Source: an optimization exercise on an open RTL-to-GDS flow (aim: small area and a short achievable clock period). Production flows keep margins and buffers that such runs may drop. The RTL was checked by simulation tests, not by an equivalence proof against the original design. Power figures rest on the tool's default switching activity, not on a simulated workload.

==> flow/design.v <==
module processor(input logic clk,
                 input logic rst,
                 input logic [31:0] instruction, read_data,
                 output logic [31:0] pc, direction, write_data,
                 output logic mem_write);
  logic [3:0] cond, cmd, rn, rd, rs, rm;
  logic [1:0] op, sh;
  logic       ibit, sbit, sh_reg;
  assign cond   = instruction[31:28];
  assign op     = instruction[27:26];
  assign ibit   = instruction[25];
  assign cmd    = instruction[24:21];
  assign sbit   = instruction[20];
  assign rn     = instruction[19:16];
  assign rd     = instruction[15:12];
  assign rs     = instruction[11:8];
  assign sh     = instruction[6:5];
  assign sh_reg = instruction[4];
  assign rm     = instruction[3:0];
  logic dp, mem, br, load, store, is_shift, is_mvn, sh_src, mov_imm, mvn_imm;
  logic alu_src, no_write, shift_reg_op;
  assign dp       = (op == 2'b00);
  assign mem      = (op == 2'b01);
  assign br       = (op == 2'b10);
  assign load     = mem & sbit;
  assign store    = mem & ~sbit;
  assign is_shift = (cmd == 4'b1101);
  assign is_mvn   = (cmd == 4'b1111);
  assign sh_src   = dp & (is_shift | is_mvn);
  assign mov_imm  = dp & is_shift & ibit;
  assign mvn_imm  = dp & is_mvn & ibit;
  assign alu_src  = ~dp | ibit | (is_shift & ~sh_reg);
  assign no_write = dp & ((cmd == 4'b1010) | (cmd == 4'b1011));
  assign shift_reg_op = dp & is_shift & ~ibit;
  logic op_sub, op_and, op_eor, op_orr, op_not, op_lsl, op_lsr, op_ror, op_add, op_cv;
  assign op_sub = dp & ~is_shift & ((cmd == 4'b0010) | (cmd == 4'b1010));
  assign op_and = dp & ~is_shift & (cmd == 4'b0000);
  assign op_eor = dp & ~is_shift & (cmd == 4'b0001);
  assign op_orr = dp & ~is_shift & (cmd == 4'b1100);
  assign op_not = dp & ~is_shift & (cmd == 4'b1111);
  assign op_lsl = shift_reg_op & (sh == 2'b00);
  assign op_lsr = shift_reg_op & (sh == 2'b01);
  assign op_ror = shift_reg_op & (sh == 2'b11);
  assign op_add = ~(op_sub | op_and | op_eor | op_orr | op_not | shift_reg_op);
  assign op_cv  = ~(op_and | op_eor | op_orr | op_not | op_lsl | op_lsr | op_ror);
  logic flag_n, flag_z, flag_c, flag_v, cond_ex, ge;
  assign ge = (flag_n == flag_v);
  always_comb
    case (cond)
      4'b0000: cond_ex = flag_z;
      4'b0001: cond_ex = ~flag_z;
      4'b0010: cond_ex = flag_c;
      4'b0011: cond_ex = ~flag_c;
      4'b0100: cond_ex = flag_n;
      4'b0101: cond_ex = ~flag_n;
      4'b0110: cond_ex = flag_v;
      4'b0111: cond_ex = ~flag_v;
      4'b1000: cond_ex = flag_c & ~flag_z;
      4'b1001: cond_ex = ~(flag_c & ~flag_z);
      4'b1010: cond_ex = ge;
      4'b1011: cond_ex = ~ge;
      4'b1100: cond_ex = ~flag_z & ge;
      4'b1101: cond_ex = ~(~flag_z & ge);
      4'b1110: cond_ex = 1'b1;
      default: cond_ex = 1'b0;
    endcase
  logic [31:0] pc_plus_4, pc_plus_8;
  logic [28:0] pc_hi_inc;
  assign pc_hi_inc = pc[31:3] + 29'd1;
  assign pc_plus_8 = {pc_hi_inc, pc[2:0]};
  assign pc_plus_4 = pc[2] ? {pc_hi_inc, 1'b0, pc[1:0]} : {pc[31:3], 1'b1, pc[1:0]};
  logic [31:0] rf [0:14];
  logic [3:0]  a1, a2;
  logic [15:0] sel1, sel2;
  logic [31:0] rd1, rd2;
  assign a1 = sh_src ? rm : (br ? 4'b1111 : rn);
  assign a2 = sh_src ? rs : (store ? rd : rm);
  assign sel1 = 16'b1 << a1;
  assign sel2 = 16'b1 << a2;
  logic [31:0] g1 [0:4];
  logic [31:0] g2 [0:4];
  genvar gi, gj;
  generate
    for (gi = 0; gi < 5; gi++) begin : g_rd
      for (gj = 0; gj < 32; gj++) begin : g_bit
        ao222n c1(sel1[3*gi], rf[3*gi][gj], sel1[3*gi+1], rf[3*gi+1][gj], sel1[3*gi+2], rf[3*gi+2][gj], g1[gi][gj]);
        ao222n c2(sel2[3*gi], rf[3*gi][gj], sel2[3*gi+1], rf[3*gi+1][gj], sel2[3*gi+2], rf[3*gi+2][gj], g2[gi][gj]);
      end
    end
  endgenerate
  assign rd1 = ~(g1[0] & g1[1] & g1[2] & g1[3] & g1[4]) | ({32{sel1[15]}} & pc_plus_8);
  assign rd2 = ~(g2[0] & g2[1] & g2[2] & g2[3] & g2[4]) | ({32{sel2[15]}} & pc_plus_8);
  logic [31:0] imm_rot, imm_ext, imm8_ext;
  assign imm8_ext = {24'b0, instruction[7:0]};
  assign imm_rot  = {imm8_ext, imm8_ext} >> {instruction[11:8], 1'b0};
  assign imm_ext = mem ? {20'b0, instruction[11:0]}
                 : br  ? {{6{instruction[23]}}, instruction[23:0], 2'b00}
                 : (dp & ~(is_shift & ~ibit)) ? imm_rot
                 : {27'b0, instruction[11:7]};
  logic [31:0] a, b, bx, sum, rot, shres, res;
  logic [32:0] sum_full;
  logic [4:0]  n, r;
  logic        big, cout, ovf;
  logic [31:0] thermo, mask;
  assign b  = alu_src ? imm_ext : rd2;
  assign a  = mvn_imm ? b : (mov_imm ? 32'b0 : rd1);
  assign bx = op_sub ? ~b : b;
  assign sum_full = {1'b0, a} + {1'b0, bx} + {32'b0, op_sub};
  assign sum  = sum_full[31:0];
  assign cout = sum_full[32];
  assign ovf  = (a[31] ^ sum[31]) & ~(a[31] ^ b[31] ^ op_sub);
  assign n   = b[4:0];
  assign big = |b[31:5];
  assign r   = op_lsl ? (5'd0 - n) : n;
  logic [31:0] lv [0:5];
  assign lv[0] = a;
  generate
    for (gi = 0; gi < 5; gi++) begin : g_rot
      for (gj = 0; gj < 32; gj++) begin : g_bit
        mux2n m(lv[gi][gj], lv[gi][(gj + (1 << gi)) % 32], r[gi], lv[gi + 1][gj]);
      end
    end
  endgenerate
  assign rot = ~lv[5];
  assign thermo = ~32'b0 << n;
  assign mask = {32{op_ror}} | ({32{~big}} & (({32{op_lsl}} & thermo) | ({32{op_lsr}} & (~32'b0 >> n))));
  assign shres = rot & mask;
  assign res = ({32{op_add | op_sub}} & sum)
             | ({32{op_and}} & (a & b))
             | ({32{op_eor}} & (a ^ b))
             | ({32{op_orr}} & (a | b))
             | ({32{op_not}} & ~a)
             | ({32{op_lsl | op_lsr | op_ror}} & shres);
  assign direction = res;
  logic        we, pc_src, fw_nz, fw_cv;
  logic [31:0] wd;
  assign we     = (dp | load) & cond_ex & ~no_write;
  assign pc_src = (br | ((rd == 4'b1111) & (dp | load))) & cond_ex;
  assign fw_nz  = dp & sbit & cond_ex;
  assign fw_cv  = fw_nz & op_cv;
  assign wd     = load ? read_data : res;
  generate
    for (gi = 0; gi < 15; gi++) begin : g_wr
      always_ff @(posedge clk)
        if (we && rd == gi) rf[gi] <= wd;
    end
  endgenerate
  always_ff @(posedge clk)
    if (rst) pc <= 32'b0;
    else pc <= pc_src ? wd : pc_plus_4;
  always_ff @(posedge clk)
    if (rst) begin
      flag_n <= 1'b0;
      flag_z <= 1'b0;
      flag_c <= 1'b0;
      flag_v <= 1'b0;
    end else begin
      if (fw_nz) begin
        flag_n <= res[31];
        flag_z <= ~|res;
      end
      if (fw_cv) begin
        flag_c <= (op_add | op_sub) & cout;
        flag_v <= (op_add | op_sub) & ovf;
      end
    end
  assign write_data = rd2;
  assign mem_write  = store & cond_ex;
endmodule
module ao222n(input logic a0, b0, a1, b1, a2, b2, output logic y);
  assign y = ~((a0 & b0) | (a1 & b1) | (a2 & b2));
endmodule
module mux2n(input logic d0, d1, s, output logic y);
  assign y = ~(s ? d1 : d0);
endmodule
==> flow/run.sh <==
#!/bin/bash
# synth_recipe.tcl (not shown) runs the flow's synth.tcl, then flattens the netlist and writes it again
# the make line also repeats each setting of config.mk as NAME=value (left out here)
make -C /OpenROAD-flow-scripts/flow DESIGN_CONFIG=/design/flow/config.mk WORK_HOME=/design/flow/orfs CLKGATE_MAP_FILE= SYNTH_SCRIPT=/design/flow/synth_recipe.tcl finish
==> flow/config.mk <==
export PLATFORM = sky130hd
export DESIGN_NAME = processor
export DESIGN_NICKNAME = processor
export VERILOG_FILES = /design/flow/design.v
export SDC_FILE = /design/flow/constraint.sdc
export NUM_CORES = 4
export LEC_CHECK = 0
export CAP_MARGIN = 20
export CORE_MARGIN = 2
export CORE_UTILIZATION = 40
export SLEW_MARGIN = 20
export SYNTH_HIERARCHICAL = 1
==> flow/constraint.sdc <==
create_clock -name core_clock -period 30.0 [get_ports {clk}]
set_input_delay 6.0000 -clock core_clock [delete_from_list [all_inputs] [get_ports {clk}]]
set_output_delay 6.0000 -clock core_clock [all_outputs]
set_load 0.01 [all_outputs]
==> impl_metrics.env <==
export IMPL_clock_root_buffer="clkbuf_16"
export IMPL_setup_viol=0
export IMPL_cts_buffers=48
export IMPL_max_stage_delay_ns=0.82
export IMPL_r2r_start="pc[3]"
export IMPL_reg2reg_to="flag_z"
export IMPL_power_density_nw_per_um2=64.26
export IMPL_ys_types=109
export IMPL_hp_class="register to register"
export IMPL_yosysWarnings=13
export IMPL_crit_fanout=40
export IMPL_max_slew_margin_pct=15.72
export IMPL_port_buffers=162
export IMPL_peakVddDrop_mv=0.04958
export IMPL_layout_setup_ws_ns=8.362
export IMPL_ff2ff_path_depth=24
export IMPL_cts_tree="built"
export IMPL_p_total_uw=2379
export IMPL_finalWirelength_um=153900
export IMPL_min_path_cells=2
export IMPL_yosysSeqAreaShare_pct=47.56
export IMPL_synth_cell_area_sq_um=31820
export IMPL_ant_nets=0
export IMPL_dieArea_sq_um=81820
export IMPL_finalMaxSlewViolations=0
export IMPL_async_flop_share_pct=0
export IMPL_drcViolationCount=0
export IMPL_crit_path_start="instruction[27]"
export IMPL_rsz0062_at_grt="false"
export IMPL_layout_commonest_cell="edfxtp_1"
export IMPL_initial_utilization_pct=40.34
export IMPL_period_needed_ns=21.64
export IMPL_die_w_um=286.0
export IMPL_post_route_period_util_pct=72.13
export IMPL_htree_levels=2
export IMPL_synth_seq_cells=516
export IMPL_worstPathArrival_ns=15.64
export IMPL_pre_cts_slack_ns=8.628
export IMPL_track_usage_pct=36.23
export IMPL_fmax_mhz=46.22
export IMPL_grt_ovfl_total=0
export IMPL_vias=29750
export IMPL_fp_coreArea_sq_um=78870
export IMPL_globalplace_congestion=1.040
export IMPL_clock_sinks=516
export IMPL_final_cell_mix="edfxtp_1, a222oi_1, mux2i_1"
export IMPL_drt_iter0_drc=6520
export IMPL_cts_hold_buf=0
export IMPL_syn_to_final_growth_pct=16.35
export IMPL_critical_path_startpoint_type="primary input"
export IMPL_synth_main_ff_cell="edfxtp_1"
export IMPL_synth_edf_count=480
export IMPL_ios=163
export IMPL_end_kind="output pin"
export IMPL_leakage_uw=0.01269
export IMPL_grt_pass1_vias=27860
export IMPL_clockBufferDepth=3
export IMPL_final_nets=3207
export IMPL_fillers=7276
export IMPL_place_hpwl_um=109000
export IMPL_dr_pass1_iters=14
export IMPL_synth_cells=2855
export IMPL_worstMarginPinSlew_ns=1.253
export IMPL_hold_ws_ns=0.4734
export IMPL_layout_drive_gt1_share_pct=10.89
export IMPL_clk_pin_slew_worst_paths_ns=0.07
export IMPL_r2r_slack_ns=21.28
export IMPL_tns_ns=0
export IMPL_grt_start_max_net_pins=61
export IMPL_row_count=103
export IMPL_wl_per_cell_um=37.29
export IMPL_die_h_um=286.0
export IMPL_clock_latency_ns=0.59
export IMPL_vias_per_cell=7.209
export IMPL_cp_slowest_cell="a221oi_1"
export IMPL_synth_net_count=3022
export IMPL_critPathCapture="direction[26]"
export IMPL_finalHoldViolations=0
export IMPL_syn_mean_instance_area_sq_um=11.15
export IMPL_post_cts_buffers=0
export IMPL_grt_antenna_before_repair=8
export IMPL_maxCapViolCount=0
export IMPL_cp_required_ns=24.00
export IMPL_cts_repair_resized=0
export IMPL_finClkSkew_ns=0.02764
export IMPL_path_class="primary input to output pin"
export IMPL_grt_first_pass_wirelength_um=212600
export IMPL_status="complete, no violations"
==> cell usage after synthesis, types with 70 or more instances <==
| library cell | n | area (sq um) |
|---|---|---|
| nand3_1 | 70 | 350.3 |
| a21oi_1 | 97 | 485.5 |
| clkbuf_1 | 83 | 311.6 |
| edfxtp_1 | 480 | 14410 |
| inv_1 | 101 | 379.1 |
| nand2_1 | 193 | 724.4 |
| mux2i_1 | 211 | 2112 |
| o21ai_0 | 113 | 565.5 |
| xnor2_1 | 73 | 639.4 |
| nor2_1 | 223 | 837.1 |
| a222oi_1 | 320 | 3203 |
| ha_1 | 100 | 1251 |
==> through the flow <==
step,util [%],instance area (sq um),instances
global placement,44.86,35380,4038
global route,46.93,37020,4125
CTS,46.91,37000,4123
floorplan,-,31820,2855
finish,46.94,37020,4127
detailed placement,44.86,35380,4038
==> area by class of cell <==
type                    instances  area, sq um  area share, %
well taps                    1050         1314          3.549
inverters                     106        397.9          1.075
diodes                          2        5.005        0.01352
multi-input cells            2102        16160          43.64
clock inverters                32        390.4          1.054
clock buffers                  53         1230          3.322
flip-flops and latches        516        15130          40.88
repair buffers                266         2394          6.465
==> state kept, by name, summed over array words and instances (netlist names) <==
name    cells
pc         32
flag_n      1
flag_v      1
flag_z      1
flag_c      1
rf        480
==> kinds of logic after synthesis <==
group           after synthesis  synth area share (%)
compound gates              903                 22.95
xor+xnor                    105                 2.890
fa+ha+maj                   101                 3.995
buf+inv                     237                 2.992
flops                       516                 47.56
mux                         245                 7.978
simple gates                748                 11.63
==> worst min path at each step <==
stage	slack (ns)	end	from
6_report	0.47	flag_c	flag_c
2_1_floorplan	0.44	flag_c	flag_c
3_5_place_dp	0.47	flag_c	flag_c
3_3_place_gp	0.46	flag_c	flag_c
5_1_grt	0.52	flag_c	flag_c
4_1_cts	0.48	flag_c	flag_c
==> routing by layer <==
metal,global-route usage [%],share of wire (%)
met3,8.620,13
met1,47.15,37
met5,0,0.042
met2,56.60,44
met4,17.81,6.1
==> report_power, final <==
| part | leakage (uW) | switching (uW) | internal, uW |
|---|---|---|---|
| sequential | 0.00462 | 15.7 | 879 |
| combinational | 0.00729 | 584 | 261 |
| clock | 0.000783 | 274 | 366 |
==> worst max-delay path: cells and delay by family <==
| kind | cells | cell delay (ns) |
|---|---|---|
| AND/OR/NAND/NOR | 10 | 2.87 |
| buffers and inverters | 6 | 1.73 |
| XOR/XNOR | 1 | 0.11 |
| AO/OA/AOI/OAI | 11 | 4.53 |
| adder cells (fa/ha/maj) | 1 | 0.34 |
==> modules after synthesis (local to each module, per instance) <==
module / copies in the design / cell area [sq um]
ao222n: 320 / 10.01
mux2n: 160 / 10.01
processor: 1 / 27010

==> separate check: timing with driven ports <==
The flow's constraints put no driver on any port. The routed layout listed below was extracted and timed again, unchanged, in two steps. Step 1 (the two cells are an assumption about what drives the block):
set clk [get_ports {clk}]
set_driving_cell -lib_cell sky130_fd_sc_hd__clkbuf_16 $clk
set_driving_cell -lib_cell sky130_fd_sc_hd__buf_2 [delete_from_list [all_inputs] $clk]
Step 2, shift: input delay + t, output delay - t, t = (earliest + latest rising clock arrival at the registers) / 2. This alone moves slack from input paths to output paths. Slacks: no drivers / after step 1 / after step 2; pairs: no drivers / after step 1.
shift t [ns]: 0.631
setup slack, ns: 8.362 / 8.333 / 8.333
clock arrival spread, ns: 0.027 / 0.028
worst register clock-pin slew, ns: 0.07 / 0.07
worst data-port slew with drivers (ns): 0.07
After both steps setup and hold are still met in this run. The setup slack of this run moves by -0.029 ns with the drivers and by -0.029 ns with both steps.
